What follows belongs to an exercise in optimizing a design on an open flow for small area, a short achievable clock period and few clock cycles; a production flow would make more cautious choices. At most, simulation tests tie the RTL to the original design; equivalence was not proved.

==> v1: inputs <==
==> flow/design.v (excerpt) <==
module huffman(clk, reset, gray_valid, gray_data, CNT_valid, CNT1, CNT2, CNT3, CNT4, CNT5, CNT6,
    code_valid, HC1, HC2, HC3, HC4, HC5, HC6, M1, M2, M3, M4, M5, M6);
==> flow/config.mk <==
export PLATFORM = sky130hd
export DESIGN_NAME = huffman
export DESIGN_NICKNAME = huffman
export VERILOG_FILES = /design/flow/design.v
export SDC_FILE = /design/flow/constraint.sdc
export NUM_CORES = 4
export LEC_CHECK = 0
export CAP_MARGIN = 20
export CORE_MARGIN = 2
export CORE_UTILIZATION = 45
export SETUP_SLACK_MARGIN = 3.6
export SLEW_MARGIN = 20
==> flow/constraint.sdc <==
create_clock -name core_clock -period 6.2 [get_ports {clk}]
set_input_delay 1.2400 -clock core_clock [delete_from_list [all_inputs] [get_ports {clk}]]
set_output_delay 1.2400 -clock core_clock [all_outputs]
set_load 0.01 [all_outputs]
standard.sh (not shown) runs the stock make flow with config.mk's settings and CLKGATE_MAP_FILE= SYNTH_SCRIPT=/design/flow/synth_recipe.tcl, a recipe that flattens the netlist after the stock synthesis.
==> flow/flow/run.sh <==
#!/bin/bash
# The standard layout (standard.sh) with these changes:
#  - synthesis: ADDER_MAP_FILE is empty, so ORFS does not extract full/half
#    adder cells and abc maps the arithmetic like the rest of the logic; abc
#    runs flow/abc.script (area-oriented mapping; the layout's repair steps
#    size the gates) instead of ORFS's script. Registers are mapped by the
#    same dfflibmap step as in the standard synthesis.
#  - clock tree synthesis without dummy load cells (CTS_ARGS).
#  - every port still gets a buffer, but a buf_1 instead of the delay cell
#    buffer_ports picks by default, and repair may resize cells across
#    footprints (MATCH_CELL_FOOTPRINT=0).
set -euo pipefail
here=$(pwd)
export ADDER_MAP_FILE=
export MY_ABC_SCRIPT=$here/flow/abc.script
sed -e "s#SYNTH_SCRIPT=[^ ]*#SYNTH_SCRIPT=$here/flow/synth.tcl#" \
    -e 's#"${@:-finish}"#MATCH_CELL_FOOTPRINT=0 "CTS_ARGS=-sink_clustering_enable -repair_clock_nets -dont_use_dummy_load -sink_clustering_size 50 -sink_clustering_max_diameter 200 -balance_levels -buf_list sky130_fd_sc_hd__clkbuf_8 -clustering_unbalance_ratio 0.6" "BUFFER_PORTS_ARGS=-buffer_cell sky130_fd_sc_hd__buf_1" "${@:-finish}"#' \
    standard.sh > my_standard.sh
bash my_standard.sh > standard.log 2>&1
==> flow/flow/abc.script <==
strash
dc2
dch -f
map -D 1500
topo
stime -c
buffer -c
upsize -c -D 1500
dnsize -c -D 1500
==> flow/flow/synth.tcl <==
# The standard flow's synthesis script (synth_recipe.tcl), with abc given our own script
# (abc.script beside this file) in place of ORFS's abc_speed/abc_area script.
proc synth {args} { yosys synth -nofsm -noshare {*}$args }
proc abc {args} {
  set i [lsearch -exact $args -script]
  if { $i >= 0 } { lset args [expr {$i + 1}] $::env(MY_ABC_SCRIPT) }
  yosys abc {*}$args
}
source $::env(SCRIPTS_DIR)/synth.tcl
# left out here: clear keep_hierarchy, flatten, clean up, hide names made inside functions, write 1_2_yosys.v
==> inputs of v20, as changes to v1 <==
--- a/flow/design.v
+++ b/flow/design.v
@@ -49,35 +49,32 @@
 wire t3 = (t == 4'd3);
 wire t4 = (t == 4'd4);
 wire rnk = t0 | t1 | t2 | t3 | t4;
 wire start = t0 & pv & ~gray_valid;
 wire comb = (t == 4'd5) | (t == 4'd6) | (t == 4'd7) | (t == 4'd8) | (t == 4'd9);
 wire [5:0] self = {1'b0, t4, t3, t2, t1, t0};
 wire [5:0] le = {rnk, rnk, t0 | t1 | t2 | t3, t0 | t1 | t2, t0 | t1, t0};
 reg [6:0] w [0:5];
-reg [2:0] dq [0:5];   
-wire [2:0] d [0:5];
-reg [3:0] mk [0:5];   
-reg [3:0] c [0:5];    
+reg [2:0] d [0:5];
+reg [4:0] r [0:5];    
 wire [5:0] lt;
 wire [5:0] kp, kq;
 wire [6:0] X = S;
 reg [6:0] bc;
 always @*
   case (t[1:0])
     2'd0: bc = w[1];
     2'd1: bc = w[2];
     2'd2: bc = w[3];
     default: bc = w[4];
   endcase
 reg [6:0] w0n;    
 genvar gi;
 generate for (gi = 0; gi < 6; gi = gi + 1) begin : sym
-  assign d[gi] = dq[gi] ^ 3'b001;
   assign lt[gi] = lt7(w[gi], X, le[gi]);
   assign kp[gi] = (d[gi] == 3'd2);
   assign kq[gi] = (d[gi] == 3'd3);
 end endgenerate
 reg [6:0] P, Q;
 reg [5:2] h;     
 integer i;
 always @* begin
@@ -119,42 +116,42 @@
 always @* begin
   w0n = w[0];
   if (gray_data == 8'd1)
     w0n = w[0] + 7'd1;
 end
 generate for (gi = 0; gi < 6; gi = gi + 1) begin : upd
   wire member = (d[gi][2:1] == 2'b00);
   wire inc = (gi < 5 && self[gi]) ? lt[5] : ~lt[gi];
-  wire [3:0] at = {mk[gi][2:0], 1'b1} & ~mk[gi];
+  wire [5:0] above = {1'b0, r[gi][4], |r[gi][4:3], |r[gi][4:2], |r[gi][4:1], |r[gi][4:0]};
+  wire [4:0] rn = (r[gi] & (above[5:1] | {5{~d[gi][0]}})) | ({r[gi][3:0], 1'b0} & ~above[4:0]);
   always @(posedge clk) begin
     if (reset) begin
       w[gi] <= 7'd0;
-      mk[gi] <= 4'd0;
-      c[gi] <= 4'd0;
+      r[gi] <= 5'd1;
     end else begin
       if (t0 && gray_valid && gray_data == gi + 1)
         w[gi] <= w[gi] + 7'd1;
       if (comb && member) begin
         w[gi] <= S;
-        mk[gi] <= {mk[gi][2:0], 1'b1};
-        c[gi] <= c[gi] | (at & {4{~d[gi][0]}});
+        r[gi] <= rn;
       end
     end
     if (rnk)
-      dq[gi] <= ((t0 ? 3'd2 : d[gi]) + {2'b00, inc}) ^ 3'b001;
+      d[gi] <= (t0 ? 3'd2 : d[gi]) + {2'b00, inc};
     else
-      dq[gi] <= (member ? m : d[gi] + {2'b11, ~lt[gi]}) ^ 3'b001;
+      d[gi] <= member ? m : d[gi] + {2'b11, ~lt[gi]};
   end
 end endgenerate
 wire [7:0] hc [0:5];
 wire [7:0] mo [0:5];
 generate for (gi = 0; gi < 6; gi = gi + 1) begin : outs
-  assign mo[gi] = {3'b000, mk[gi], 1'b1};
-  assign hc[gi] = {3'b000, {1'b0, c[gi]} | ({mk[gi], 1'b1} & ~{1'b0, mk[gi]} & {5{dq[gi][0]}})};
+  wire [5:0] above = {1'b0, r[gi][4], |r[gi][4:3], |r[gi][4:2], |r[gi][4:1], |r[gi][4:0]};
+  assign mo[gi] = {3'b000, above[4:0]};
+  assign hc[gi] = {3'b000, r[gi] & (above[5:1] | {5{~d[gi][0]}})};
 end endgenerate
 assign CNT_valid = cv;
 assign code_valid = hv;
 assign CNT1 = {1'b0, w[0]};
 assign CNT2 = {1'b0, w[1]};
 assign CNT3 = {1'b0, w[2]};
 assign CNT4 = {1'b0, w[3]};
 assign CNT5 = {1'b0, w[4]};
==> flow/flow/run.sh (replaced) <==
#!/bin/bash
# The standard layout (standard.sh) with these changes:
#  - synthesis: ADDER_MAP_FILE is empty, so ORFS does not extract full/half
#    adder cells and abc maps the arithmetic like the rest of the logic; abc
#    runs flow/abc.script (area-oriented mapping; the layout's repair steps
#    size the gates) instead of ORFS's script. Registers are mapped by the
#    same dfflibmap step as in the standard synthesis.
#  - every port still gets a buffer, but a buf_4 instead of the delay cell
#    buffer_ports picks by default, and repair may resize cells across
#    footprints (MATCH_CELL_FOOTPRINT=0).
set -euo pipefail
here=$(pwd)
export ADDER_MAP_FILE=
export MY_ABC_SCRIPT=$here/flow/abc.script
sed -e "s#SYNTH_SCRIPT=[^ ]*#SYNTH_SCRIPT=$here/flow/synth.tcl#" \
    -e 's#"${@:-finish}"#MATCH_CELL_FOOTPRINT=0 "BUFFER_PORTS_ARGS=-buffer_cell sky130_fd_sc_hd__buf_4" "${@:-finish}"#' \
    standard.sh > my_standard.sh
bash my_standard.sh > standard.log 2>&1
==> flow/flow/abc.script (replaced) <==
strash
&get -n
&fraig -x
&put
scorr
dc2
dretime
strash
&get -n
&dch -f
&nf -R 1000
&put
- SETUP_SLACK_MARGIN: 3.6 -> 3.4
==> notes <==
v1 went through all stages and came out clean. v20 produced a clean layout.
In v1 the final cell count is larger than in v20, by about 15%.
Against v1, the die area of v20 is smaller by about 11%.
Worst hold slack: v20 is lower than v1 (0.00072 ns).
Area after synthesis: v20 is smaller than v1 (about 11%).
Between v1 and v20, the lower synthesized cell count is in v20 (gap about 23%, measured against v20).
Between v1 and v20, the lower via count is in v20 (gap about 12%, measured against v20).
Against v1, the setup slack of v20 is lower by 0.74 ns.
Design area is about the same in v20 and v1.
Against v1, the register-to-register slack of v20 is lower by 0.78 ns.
Testbench counts of v1, summed over its fixed seeds: cycles 7,104.
Function not checked in v20: the RTL went through the layout flow alone.

========
==> trial 26: inputs <==
==> flow/design.v <==
module huffman(clk, reset, gray_valid, gray_data, CNT_valid, CNT1, CNT2, CNT3, CNT4, CNT5, CNT6,
    code_valid, HC1, HC2, HC3, HC4, HC5, HC6, M1, M2, M3, M4, M5, M6);
input clk;
input reset;
input gray_valid;
input [7:0] gray_data;
output CNT_valid;
output [7:0] CNT1, CNT2, CNT3, CNT4, CNT5, CNT6;
output code_valid;
output [7:0] HC1, HC2, HC3, HC4, HC5, HC6;
output [7:0] M1, M2, M3, M4, M5, M6;
function lt7(input [6:0] a, input [6:0] b, input le);
  reg [6:0] l, e;
  reg l10, e10, l32, e32, l54, e54, l30, e30, l60, e60;
  begin
    l = ~a & b;
    e = ~(a ^ b);
    l10 = l[1] | (e[1] & l[0]);   e10 = e[1] & e[0];
    l32 = l[3] | (e[3] & l[2]);   e32 = e[3] & e[2];
    l54 = l[5] | (e[5] & l[4]);   e54 = e[5] & e[4];
    l30 = l32 | (e32 & l10);      e30 = e32 & e10;
    l60 = l[6] | (e[6] & l54);    e60 = e[6] & e54;
    lt7 = l60 | (e60 & (l30 | (e30 & le)));
  end
endfunction
function [6:0] add7(input [6:0] a, input [6:0] b);
  reg [6:0] g, p, c;
  reg [6:0] g1, p1, g2, p2;
  integer j;
  begin
    g = a & b;
    p = a ^ b;
    g1 = g; p1 = p;
    for (j = 1; j < 7; j = j + 1) begin g1[j] = g[j] | (p[j] & g[j-1]); p1[j] = p[j] & p[j-1]; end
    g2 = g1; p2 = p1;
    for (j = 2; j < 7; j = j + 1) begin g2[j] = g1[j] | (p1[j] & g1[j-2]); p2[j] = p1[j] & p1[j-2]; end
    c = g2;
    for (j = 4; j < 7; j = j + 1) c[j] = g2[j] | (p2[j] & g2[j-4]);
    add7 = p ^ {c[5:0], 1'b0};
  end
endfunction
reg [3:0] t;     
reg pv;          
reg cv, hv;      
reg [6:0] S;     
wire t0 = (t == 4'd0);
wire t1 = (t == 4'd1);
wire t2 = (t == 4'd2);
wire t3 = (t == 4'd3);
wire t4 = (t == 4'd4);
wire rnk = t0 | t1 | t2 | t3 | t4;
wire start = t0 & pv & ~gray_valid;
wire comb = (t == 4'd5) | (t == 4'd6) | (t == 4'd7) | (t == 4'd8) | (t == 4'd9);
wire [5:0] self = {1'b0, t4, t3, t2, t1, t0};
wire [5:0] le = {rnk, rnk, t0 | t1 | t2 | t3, t0 | t1 | t2, t0 | t1, t0};
reg [6:0] w [0:5];
reg [2:0] dq [0:5];   
wire [2:0] d [0:5];
reg [3:0] mk [0:5];   
reg [3:0] c [0:5];    
wire [5:0] lt;
wire [5:0] kp, kq;
wire [6:0] X = S;
reg [6:0] bc;
always @*
  case (t[1:0])
    2'd0: bc = w[1];
    2'd1: bc = w[2];
    2'd2: bc = w[3];
    default: bc = w[4];
  endcase
reg [6:0] w0n;    
genvar gi;
generate for (gi = 0; gi < 6; gi = gi + 1) begin : sym
  assign d[gi] = dq[gi] ^ 3'b001;
  assign lt[gi] = lt7(w[gi], X, le[gi]);
  assign kp[gi] = (d[gi] == 3'd2);
  assign kq[gi] = (d[gi] == 3'd3);
end endgenerate
reg [6:0] P, Q;
reg [5:2] h;     
integer i;
always @* begin
  P = 7'd0;
  Q = 7'd0;
  h = 4'd0;
  for (i = 0; i < 6; i = i + 1) begin
    P = P | (w[i] & {7{kp[i]}});
    Q = Q | (w[i] & {7{kq[i]}});
    if (d[i] == 3'd2 && lt[i]) h[2] = 1'b1;
    if (d[i] == 3'd3 && lt[i]) h[3] = 1'b1;
    if (d[i] == 3'd4 && lt[i]) h[4] = 1'b1;
    if (d[i] == 3'd5 && lt[i]) h[5] = 1'b1;
  end
end
wire [2:0] m = {h[5], h[3] & ~h[5], (h[2] & ~h[3]) | (h[4] & ~h[5])};
wire [6:0] PQ = add7(P, Q);
wire [6:0] PS = add7(P, S);
always @(posedge clk) begin
  if (rnk)
    S <= (t0 & gray_valid) ? w0n : t4 ? 7'h7f : bc;
  else
    S <= (PQ & {7{h[3]}}) | (PS & {7{~h[3]}});
  if (reset) begin
    t <= 4'd0;
    pv <= 1'b0;
    cv <= 1'b0;
    hv <= 1'b0;
  end else begin
    pv <= gray_valid;
    cv <= start;
    hv <= (t == 4'd9);
    if (t0)
      t <= {3'b000, start};
    else if (t != 4'd11)
      t <= t + 4'd1;
  end
end
always @* begin
  w0n = w[0];
  if (gray_data == 8'd1)
    w0n = w[0] + 7'd1;
end
generate for (gi = 0; gi < 6; gi = gi + 1) begin : upd
  wire member = (d[gi][2:1] == 2'b00);
  wire inc = (gi < 5 && self[gi]) ? lt[5] : ~lt[gi];
  wire [3:0] at = {mk[gi][2:0], 1'b1} & ~mk[gi];
  always @(posedge clk) begin
    if (reset) begin
      w[gi] <= 7'd0;
      mk[gi] <= 4'd0;
      c[gi] <= 4'd0;
    end else begin
      if (t0 && gray_valid && gray_data == gi + 1)
        w[gi] <= w[gi] + 7'd1;
      if (comb && member) begin
        w[gi] <= S;
        mk[gi] <= {mk[gi][2:0], 1'b1};
        c[gi] <= c[gi] | (at & {4{~d[gi][0]}});
      end
    end
    if (rnk)
      dq[gi] <= ((t0 ? 3'd2 : d[gi]) + {2'b00, inc}) ^ 3'b001;
    else
      dq[gi] <= (member ? m : d[gi] + {2'b11, ~lt[gi]}) ^ 3'b001;
  end
end endgenerate
wire [7:0] hc [0:5];
wire [7:0] mo [0:5];
generate for (gi = 0; gi < 6; gi = gi + 1) begin : outs
  assign mo[gi] = {3'b000, mk[gi], 1'b1};
  assign hc[gi] = {3'b000, {1'b0, c[gi]} | ({mk[gi], 1'b1} & ~{1'b0, mk[gi]} & {5{dq[gi][0]}})};
end endgenerate
assign CNT_valid = cv;
assign code_valid = hv;
assign CNT1 = {1'b0, w[0]};
assign CNT2 = {1'b0, w[1]};
assign CNT3 = {1'b0, w[2]};
assign CNT4 = {1'b0, w[3]};
assign CNT5 = {1'b0, w[4]};
assign CNT6 = {1'b0, w[5]};
assign HC1 = hc[0];
assign HC2 = hc[1];
assign HC3 = hc[2];
assign HC4 = hc[3];
assign HC5 = hc[4];
assign HC6 = hc[5];
assign M1 = mo[0];
assign M2 = mo[1];
assign M3 = mo[2];
assign M4 = mo[3];
assign M5 = mo[4];
assign M6 = mo[5];
endmodule
==> flow/flow/run.sh <==
#!/bin/bash
# The standard layout (standard.sh) with these changes:
#  - synthesis: ADDER_MAP_FILE is empty, so ORFS does not extract full/half
#    adder cells and abc maps the arithmetic like the rest of the logic; abc
#    runs flow/abc.script (area-oriented mapping; the layout's repair steps
#    size the gates) instead of ORFS's script. Registers are mapped by the
#    same dfflibmap step as in the standard synthesis.
#  - clock tree synthesis without dummy load cells (CTS_ARGS).
#  - every port still gets a buffer, but a buf_1 instead of the delay cell
#    buffer_ports picks by default, and repair may resize cells across
#    footprints (MATCH_CELL_FOOTPRINT=0).
set -euo pipefail
here=$(pwd)
export ADDER_MAP_FILE=
export MY_ABC_SCRIPT=$here/flow/abc.script
sed -e "s#SYNTH_SCRIPT=[^ ]*#SYNTH_SCRIPT=$here/flow/synth.tcl#" \
    -e 's#"${@:-finish}"#MATCH_CELL_FOOTPRINT=0 "CTS_ARGS=-sink_clustering_enable -repair_clock_nets -dont_use_dummy_load -sink_clustering_size 30 -sink_clustering_max_diameter 100 -buf_list sky130_fd_sc_hd__clkbuf_8" "BUFFER_PORTS_ARGS=-buffer_cell sky130_fd_sc_hd__buf_1" "${@:-finish}"#' \
    standard.sh > my_standard.sh
bash my_standard.sh > standard.log 2>&1
==> flow/flow/abc.script <==
strash
dc2
dch -f
map -D 1500
topo
stime -c
buffer -c
upsize -c -D 1500
dnsize -c -D 1500
==> flow/flow/synth.tcl <==
# The standard flow's synthesis script (synth_recipe.tcl), with abc given our own script
# (abc.script beside this file) in place of ORFS's abc_speed/abc_area script.
proc synth {args} { yosys synth -nofsm -noshare {*}$args }
proc abc {args} {
  set i [lsearch -exact $args -script]
  if { $i >= 0 } { lset args [expr {$i + 1}] $::env(MY_ABC_SCRIPT) }
  yosys abc {*}$args
}
source $::env(SCRIPTS_DIR)/synth.tcl
# left out here: clear keep_hierarchy, flatten, clean up, hide names made inside functions, write 1_2_yosys.v
==> flow/standard.sh <==
#!/bin/bash
# synth_recipe.tcl (not shown) runs the flow's synth.tcl, then flattens the netlist and writes it again
# the make line also repeats each setting of config.mk as NAME=value (left out here)
make -C /OpenROAD-flow-scripts/flow DESIGN_CONFIG=/design/flow/config.mk WORK_HOME=/design/flow/orfs CLKGATE_MAP_FILE= SYNTH_SCRIPT=/design/flow/synth_recipe.tcl "${@:-finish}"
==> flow/config.mk <==
export PLATFORM = sky130hd
export DESIGN_NAME = huffman
export DESIGN_NICKNAME = huffman
export VERILOG_FILES = /design/flow/design.v
export SDC_FILE = /design/flow/constraint.sdc
export NUM_CORES = 4
export LEC_CHECK = 0
export CAP_MARGIN = 20
export CORE_MARGIN = 2
export CORE_UTILIZATION = 50
export SETUP_SLACK_MARGIN = 3.6
export SLEW_MARGIN = 20
==> flow/constraint.sdc <==
create_clock -name core_clock -period 6.2 [get_ports {clk}]
set_input_delay 1.2400 -clock core_clock [delete_from_list [all_inputs] [get_ports {clk}]]
set_output_delay 1.2400 -clock core_clock [all_outputs]
set_load 0.01 [all_outputs]
==> inputs of trial 57, as changes to trial 26 <==
==> flow/flow/run.sh (replaced) <==
#!/bin/bash
# The standard layout (standard.sh) with these changes:
#  - synthesis: ADDER_MAP_FILE is empty, so ORFS does not extract full/half
#    adder cells and abc maps the arithmetic like the rest of the logic; abc
#    runs flow/abc.script (area-oriented mapping; the layout's repair steps
#    size the gates) instead of ORFS's script. Registers are mapped by the
#    same dfflibmap step as in the standard synthesis.
#  - every port still gets a buffer, but a buf_1 instead of the delay cell
#    buffer_ports picks by default, and repair may resize cells across
#    footprints (MATCH_CELL_FOOTPRINT=0).
set -euo pipefail
here=$(pwd)
export ADDER_MAP_FILE=
export MY_ABC_SCRIPT=$here/flow/abc.script
sed -e "s#SYNTH_SCRIPT=[^ ]*#SYNTH_SCRIPT=$here/flow/synth.tcl#" \
    -e 's#"${@:-finish}"#MATCH_CELL_FOOTPRINT=0 "BUFFER_PORTS_ARGS=-buffer_cell sky130_fd_sc_hd__buf_1" "${@:-finish}"#' \
    standard.sh > my_standard.sh
bash my_standard.sh > standard.log 2>&1
==> flow/flow/abc.script (replaced) <==
strash
dch -f
map -D 1800
topo
stime -c
buffer -c
upsize -c -D 1800
dnsize -c -D 1800
--- a/flow/config.mk
+++ b/flow/config.mk
@@ -7,6 +7,6 @@
 export LEC_CHECK = 0
 export CAP_MARGIN = 20
 export CORE_MARGIN = 2
-export CORE_UTILIZATION = 50
+export CORE_UTILIZATION = 45
 export SETUP_SLACK_MARGIN = 3.6
 export SLEW_MARGIN = 20
==> impl_metrics.py <==
metrics = {
    "worst_setup_path": {
        "max_stage_delay_ns": 0.39,
        "cp_cell_sequence": "clkinvlp_4, nor2_4, o22ai_1, o21ai_0, a21oi_1, o221ai_1, a22oi_2, buf_4, a22oi_2, o2111a_2, o21ai_2, a21oi_1, o22ai_1",
    },
    "grt": {
        "gr-usage-met3_pct": 9.381,
    },
    "yosys": {
        "yosys.area_share.simple_pct": 22.35,
        "ys_seq_area_share_pct": 29.66,
    },
    "status": {
        "status": "complete, no violations",
    },
    "routing": {
        "dr.pass1.iters": 6,
    },
    "power_and_ir_drop": {
        "powerClk_mw": 0.527,
    },
    "cts": {
        "clockRootBuffer": "clkbuf_8",
    },
    "hold_path": {
        "whs_endpoint": "c[2][0]$_SDFFE_PP0P_",
    },
}
# the run above: trial 26

==> impl_metrics.py <==
metrics = {
    "status": {
        "status": "complete, no violations",
    },
    "hold_path": {
        "whs_endpoint": "c[5][0]$_SDFFE_PP0P_",
    },
    "yosys": {
        "ys_seq_area_share_pct": 28.88,
    },
    "power_and_ir_drop": {
        "powerClk_mw": 1.04,
    },
    "worst_setup_path": {
        "max_stage_delay_ns": 0.51,
        "cp_cell_sequence": "inv_1, o22ai_1, o22ai_1, nor2_2, inv_1, a41oi_2, nand4_4, o21ai_2, inv_2, a21oi_2, a21oi_2",
    },
    "routing": {
        "dr.pass1.iters": 5,
    },
    "grt": {
        "gr-usage-met3_pct": 7.371,
    },
    "cts": {
        "clockRootBuffer": "clkbuf_16",
    },
}
# the run above: trial 57

Testbench counts of trial 26, summed over its fixed seeds: cycles 7,104.
Testbench counts of trial 57, summed over its fixed seeds: cycles 7,104.

==> what the ideal ports hide <==
How much do the figures lean on ideal ports? The routed layouts below were timed once more, with nothing changed but the port constraints. Step 1 assumes that a clkbuf_16 drives the clock port and a buf_2 every other input. Step 2 also shifts input and output timing later by t, the mid clock arrival at the registers, as if the neighbouring blocks saw the same clock. Three values: ideal ports, drivers, drivers and shift; two values: the first two.
run	shift t [ns]	setup WS [ns]	hold slack, ns	latest minus earliest clock arrival (ns)	worst register clock-pin slew, ns
v1	0.484	3.661 / 3.619 / 3.234	0.487 / 0.487 / 0.487	0.033 / 0.033	0.09 / 0.09
v20	0.403	2.917 / 2.917 / 2.917	0.486 / 0.486 / 0.486	0.011 / 0.010	0.08 / 0.08
trial 26	0.497	3.610 / 3.579 / 3.192	0.490 / 0.490 / 0.490	0.027 / 0.028	0.08 / 0.08
trial 57	0.488	3.635 / 3.592 / 3.235	0.490 / 0.490 / 0.490	0.017 / 0.017	0.07 / 0.07
After both steps setup and hold are still met in every run listed. For v1, which loses most, drivers alone change the setup slack by -0.042 ns; drivers and shift together by -0.427 ns.
